This design comes from an exercise in tuning for small area and a short achievable clock period on the open sky130 flow, not from production work.
Function was checked by simulation only, so behaviour that the tests miss may differ from the original.
Power is estimated from default activity; no workload was simulated.

## ember
## switch_router_dsb
module switch_router_dsb (
    clk, rst, lx, ly,
    P_datain, P_dataout, P_reqin, P_ackout, P_ackin, P_reqout,
    S_datain, S_dataout, S_reqin, S_ackout, S_ackin, S_reqout,
    W_datain, W_dataout, W_reqin, W_ackout, W_ackin, W_reqout,
    N_datain, N_dataout, N_reqin, N_ackout, N_ackin, N_reqout,
    E_datain, E_dataout, E_reqin, E_ackout, E_ackin, E_reqout
);
Settings: LEC_CHECK=0, CAP_MARGIN=20, CORE_MARGIN=2, CORE_UTILIZATION=40, SLEW_MARGIN=20; clock period 10.0 ns.
standard.sh (not shown) runs the stock make flow with config.mk's settings and CLKGATE_MAP_FILE= SYNTH_SCRIPT=/design/flow/synth_recipe.tcl, a recipe that flattens the netlist after the stock synthesis.
==> flow/flow/run.sh <==
#!/bin/bash
# Layout flow: the standard synthesis, then the standard ORFS flow with a few
# extra make settings that only change how the layout is optimised:
#  - gate sizing is not limited to cells of the same footprint,
#  - ports are buffered with PORT_BUF instead of the delay cell buffer_ports picks,
#  - clock tree: clusters of up to 30 sinks within 60 um, clkbuf_16 only, and no
#    dummy loads (the tree is not padded with extra load cells for balancing),
#  - after global routing, flow/post_grt.tcl runs one more timing repair pass
#    (aiming for POST_GRT_MARGIN) and repairs max slew/capacitance again.
#  - up to 10 antenna repair rounds after detailed routing (ORFS default 5).
# Each step's output goes to a log file of its own in this folder.
set -euo pipefail
SETUP_MARGIN=5.6
POST_GRT_MARGIN=5.75
PORT_BUF=sky130_fd_sc_hd__buf_2
CTS="-sink_clustering_enable -repair_clock_nets -sink_clustering_size 30 -sink_clustering_max_diameter 60 -buf_list sky130_fd_sc_hd__clkbuf_16 -dont_use_dummy_load"
HOOK="$PWD/flow/post_grt.tcl"
test -s "$HOOK"
bash standard.sh synth > synth.log 2>&1
sed 's|"\${@:-finish}"|SETUP_SLACK_MARGIN='"$SETUP_MARGIN"' MATCH_CELL_FOOTPRINT=0 "BUFFER_PORTS_ARGS=-buffer_cell '"$PORT_BUF"'" "CTS_ARGS='"$CTS"'" POST_GLOBAL_ROUTE_TCL='"$HOOK"' POST_GRT_SETUP_MARGIN='"$POST_GRT_MARGIN"' MAX_REPAIR_ANTENNAS_ITER_DRT=10 "${@:-finish}"|' standard.sh > layout.sh
grep -q 'dont_use_dummy_load' layout.sh
grep -q 'POST_GLOBAL_ROUTE_TCL' layout.sh
bash layout.sh finish > layout.log 2>&1
test -s out/final.def
==> flow/flow/post_grt.tcl <==
# After global routing (and its own repairs): one more timing repair pass with
# the global-route parasitics, then repair max slew / max capacitance
# violations that timing repair may leave (it upsizes loads). After each,
# legalize and update the global routes of the changed nets, as
# global_route.tcl does.
if { [env_var_exists_and_non_empty DONT_USE_CELLS] } {
  set_dont_use $::env(DONT_USE_CELLS)
}
set_propagated_clock [all_clocks]
estimate_parasitics -global_routing
puts "post-grt: worst slack before [worst_slack -max]"
repair_timing -setup -setup_margin $::env(POST_GRT_SETUP_MARGIN) -repair_tns 100 -verbose
global_route -start_incremental
detailed_placement
global_route -end_incremental
estimate_parasitics -global_routing
repair_design -slew_margin 30 -cap_margin 30 -verbose
global_route -start_incremental
detailed_placement
global_route -end_incremental
estimate_parasitics -global_routing
report_check_types -max_slew -max_capacitance -violators
puts "post-grt: worst slack after [worst_slack -max]"
ember was carried through to the last stage, and its layout satisfied the timing, DRC and antenna checks.
Setup changes, ember to raven
Settings: CTS_BUF_LIST: unset -> sky130_fd_sc_hd__clkbuf_16; CTS_CLUSTER_SIZE: unset -> 30; CTS_CLUSTER_DIAMETER: unset -> 60.
==> flow/flow/run.sh <==
#!/bin/bash
# Layout flow: the standard synthesis, then the standard ORFS flow with a few
# extra make settings that only change how the layout is optimised:
#  - gate sizing is not limited to cells of the same footprint,
#  - ports are buffered with buf_2 instead of the delay cell buffer_ports picks.
# Each step's output goes to a log file of its own in this folder.
set -euo pipefail
SETUP_MARGIN=${SETUP_MARGIN:-5.6}
bash standard.sh synth > synth.log 2>&1
sed 's|"\${@:-finish}"|SETUP_SLACK_MARGIN='"$SETUP_MARGIN"' MATCH_CELL_FOOTPRINT=0 "BUFFER_PORTS_ARGS=-buffer_cell sky130_fd_sc_hd__buf_2" "${@:-finish}"|' standard.sh > layout.sh
grep -q 'MATCH_CELL_FOOTPRINT=0' layout.sh
bash layout.sh finish > layout.log 2>&1
test -s out/final.def
removed: flow/flow/post_grt.tcl
--- outcome ---
For the area growth from synthesis to layout, raven came in 0.85 points higher than ember did. The run showing the greater sequential share of layout area is ember. raven ended up with a higher utilization after layout than ember did. raven against ember; post-route non-filler standard cell count is up slightly. There was hardly any difference in clock edge transition at the registers on the reported setup and hold paths between ember and raven. Count of cell types in the netlist: ember vs raven identical. ember -> raven: core outline area delta 0, exact match.
Input changes introduced in zinc (baseline for comparison: raven):
Settings: a deleted CTS_CLUSTER_SIZE that had been 30; a deleted CTS_CLUSTER_DIAMETER that had been 60; a deleted CTS_BUF_LIST that had been sky130_fd_sc_hd__clkbuf_16.
==> flow/flow/run.sh <==
#!/bin/bash
# Layout flow: the standard synthesis, then the standard ORFS flow with a few
# extra make settings that only change how the layout is optimised:
#  - gate sizing is not limited to cells of the same footprint,
#  - ports are buffered with buf_1 instead of the delay cell buffer_ports picks,
#  - clock tree: clusters of up to 30 sinks within 60 um, clkbuf_16 only, and no
#    dummy loads (the tree is not padded with extra load cells for balancing),
#  - before detailed routing, flow/pre_drt.tcl repairs max slew/capacitance again
#    (the timing repair after global routing can leave some behind).
# Each step's output goes to a log file of its own in this folder.
set -euo pipefail
SETUP_MARGIN=${SETUP_MARGIN:-5.6}
CTS="-sink_clustering_enable -repair_clock_nets -sink_clustering_size 30 -sink_clustering_max_diameter 60 -buf_list sky130_fd_sc_hd__clkbuf_16 -dont_use_dummy_load"
HOOK="$PWD/flow/pre_drt.tcl"
test -s "$HOOK"
bash standard.sh synth > synth.log 2>&1
sed 's|"\${@:-finish}"|SETUP_SLACK_MARGIN='"$SETUP_MARGIN"' MATCH_CELL_FOOTPRINT=0 "BUFFER_PORTS_ARGS=-buffer_cell sky130_fd_sc_hd__buf_1" "CTS_ARGS='"$CTS"'" PRE_DETAIL_ROUTE_TCL='"$HOOK"' "${@:-finish}"|' standard.sh > layout.sh
grep -q 'dont_use_dummy_load' layout.sh
grep -q 'PRE_DETAIL_ROUTE_TCL' layout.sh
bash layout.sh finish > layout.log 2>&1
test -s out/final.def
==> flow/flow/pre_drt.tcl (new file) <==
# Before detailed routing: repair max slew / max capacitance violations that
# the timing repair after global routing may have left (it upsizes loads),
# then legalize and update the global routes of the changed nets.
puts "pre-route repair_design"
if { [env_var_exists_and_non_empty DONT_USE_CELLS] } {
  set_dont_use $::env(DONT_USE_CELLS)
}
set_propagated_clock [all_clocks]
estimate_parasitics -global_routing
report_check_types -max_slew -max_capacitance -violators
repair_design -slew_margin 30 -cap_margin 30 -verbose
global_route -start_incremental
detailed_placement
global_route -end_incremental
estimate_parasitics -global_routing
report_check_types -max_slew -max_capacitance -violators
report_worst_slack -max
Notes after the runs:
zinc had finished all stages when the layout checks came back failing, citing antenna violations. Diff raven -> zinc: worst setup slack went down 0.18 ns, non-clock buffer count fell 6, final-layout clock-cell area share has decreased.
What willow does differently from zinc at the input level:
==> flow/flow/run.sh <==
#!/bin/bash
# Layout flow: the standard synthesis, then the standard ORFS flow with a few
# extra make settings that only change how the layout is optimised:
#  - gate sizing is not limited to cells of the same footprint,
#  - ports are buffered with buf_2 instead of the delay cell buffer_ports picks,
#  - clock tree: clusters of up to 30 sinks within 60 um, clkbuf_16 only, and no
#    dummy loads (the tree is not padded with extra load cells for balancing).
# Each step's output goes to a log file of its own in this folder.
set -euo pipefail
SETUP_MARGIN=${SETUP_MARGIN:-5.6}
CTS="-sink_clustering_enable -repair_clock_nets -sink_clustering_size 30 -sink_clustering_max_diameter 60 -buf_list sky130_fd_sc_hd__clkbuf_16 -dont_use_dummy_load"
bash standard.sh synth > synth.log 2>&1
sed 's|"\${@:-finish}"|SETUP_SLACK_MARGIN='"$SETUP_MARGIN"' MATCH_CELL_FOOTPRINT=0 "BUFFER_PORTS_ARGS=-buffer_cell sky130_fd_sc_hd__buf_2" "CTS_ARGS='"$CTS"'" "${@:-finish}"|' standard.sh > layout.sh
grep -q 'dont_use_dummy_load' layout.sh
bash layout.sh finish > layout.log 2>&1
test -s out/final.def
removed: flow/flow/pre_drt.tcl
- Comparing total of clock buffers placed in the layout for willow and zinc, the bigger number came from willow.
- On initial antenna violation count: between willow and zinc, it ends up higher for willow.
- Across willow and zinc, a clean result was obtained everywhere but in zinc.
- Total internal power came out higher on willow than on zinc.
- willow -> zinc: first-iteration DRC count flat
- Changes observed in willow relative to zinc: setup slack after layout moved up, final worst hold slack moved up.
- willow falls short of zinc in via count.

## afterwards: timing with drivers on the ports
No port has a modelled driver above. Below, the same layouts with a new extraction and two added sets of constraints. Step 1 (the two cells are an assumption about what drives the block):
set clk [get_ports {clk}]
set_driving_cell -lib_cell sky130_fd_sc_hd__clkbuf_16 $clk
set_driving_cell -lib_cell sky130_fd_sc_hd__buf_2 [delete_from_list [all_inputs] $clk]
Step 2, shift: input delay + t, output delay - t, t = (earliest + latest rising clock arrival at the registers) / 2. This alone moves slack from input paths to output paths. Three values: ideal ports, drivers, drivers and shift; two values: the first two.
| run | t, ns | setup slack, ns | worst hold slack (ns) | clock arrival spread, ns | worst data-port slew with drivers (ns) |
|---|---|---|---|---|---|
| ember | 1.175 | 5.560 / 5.560 / 4.451 | 0.483 / 0.483 / 0.483 | 0.205 / 0.205 | 0.26 |
| raven | 1.202 | 5.498 / 5.498 / 4.317 | 0.480 / 0.480 / 0.480 | 0.150 / 0.150 | 0.24 |
| zinc | 1.187 | 5.315 / 5.315 / 4.145 | 0.467 / 0.467 / 0.467 | 0.178 / 0.178 | 0.27 |
| willow | 1.182 | 5.514 / 5.514 / 4.367 | 0.481 / 0.481 / 0.481 | 0.206 / 0.206 | 0.25 |
The setup slack of raven, which loses most, moves by 0.000 ns with the drivers and by -1.181 ns with both steps.
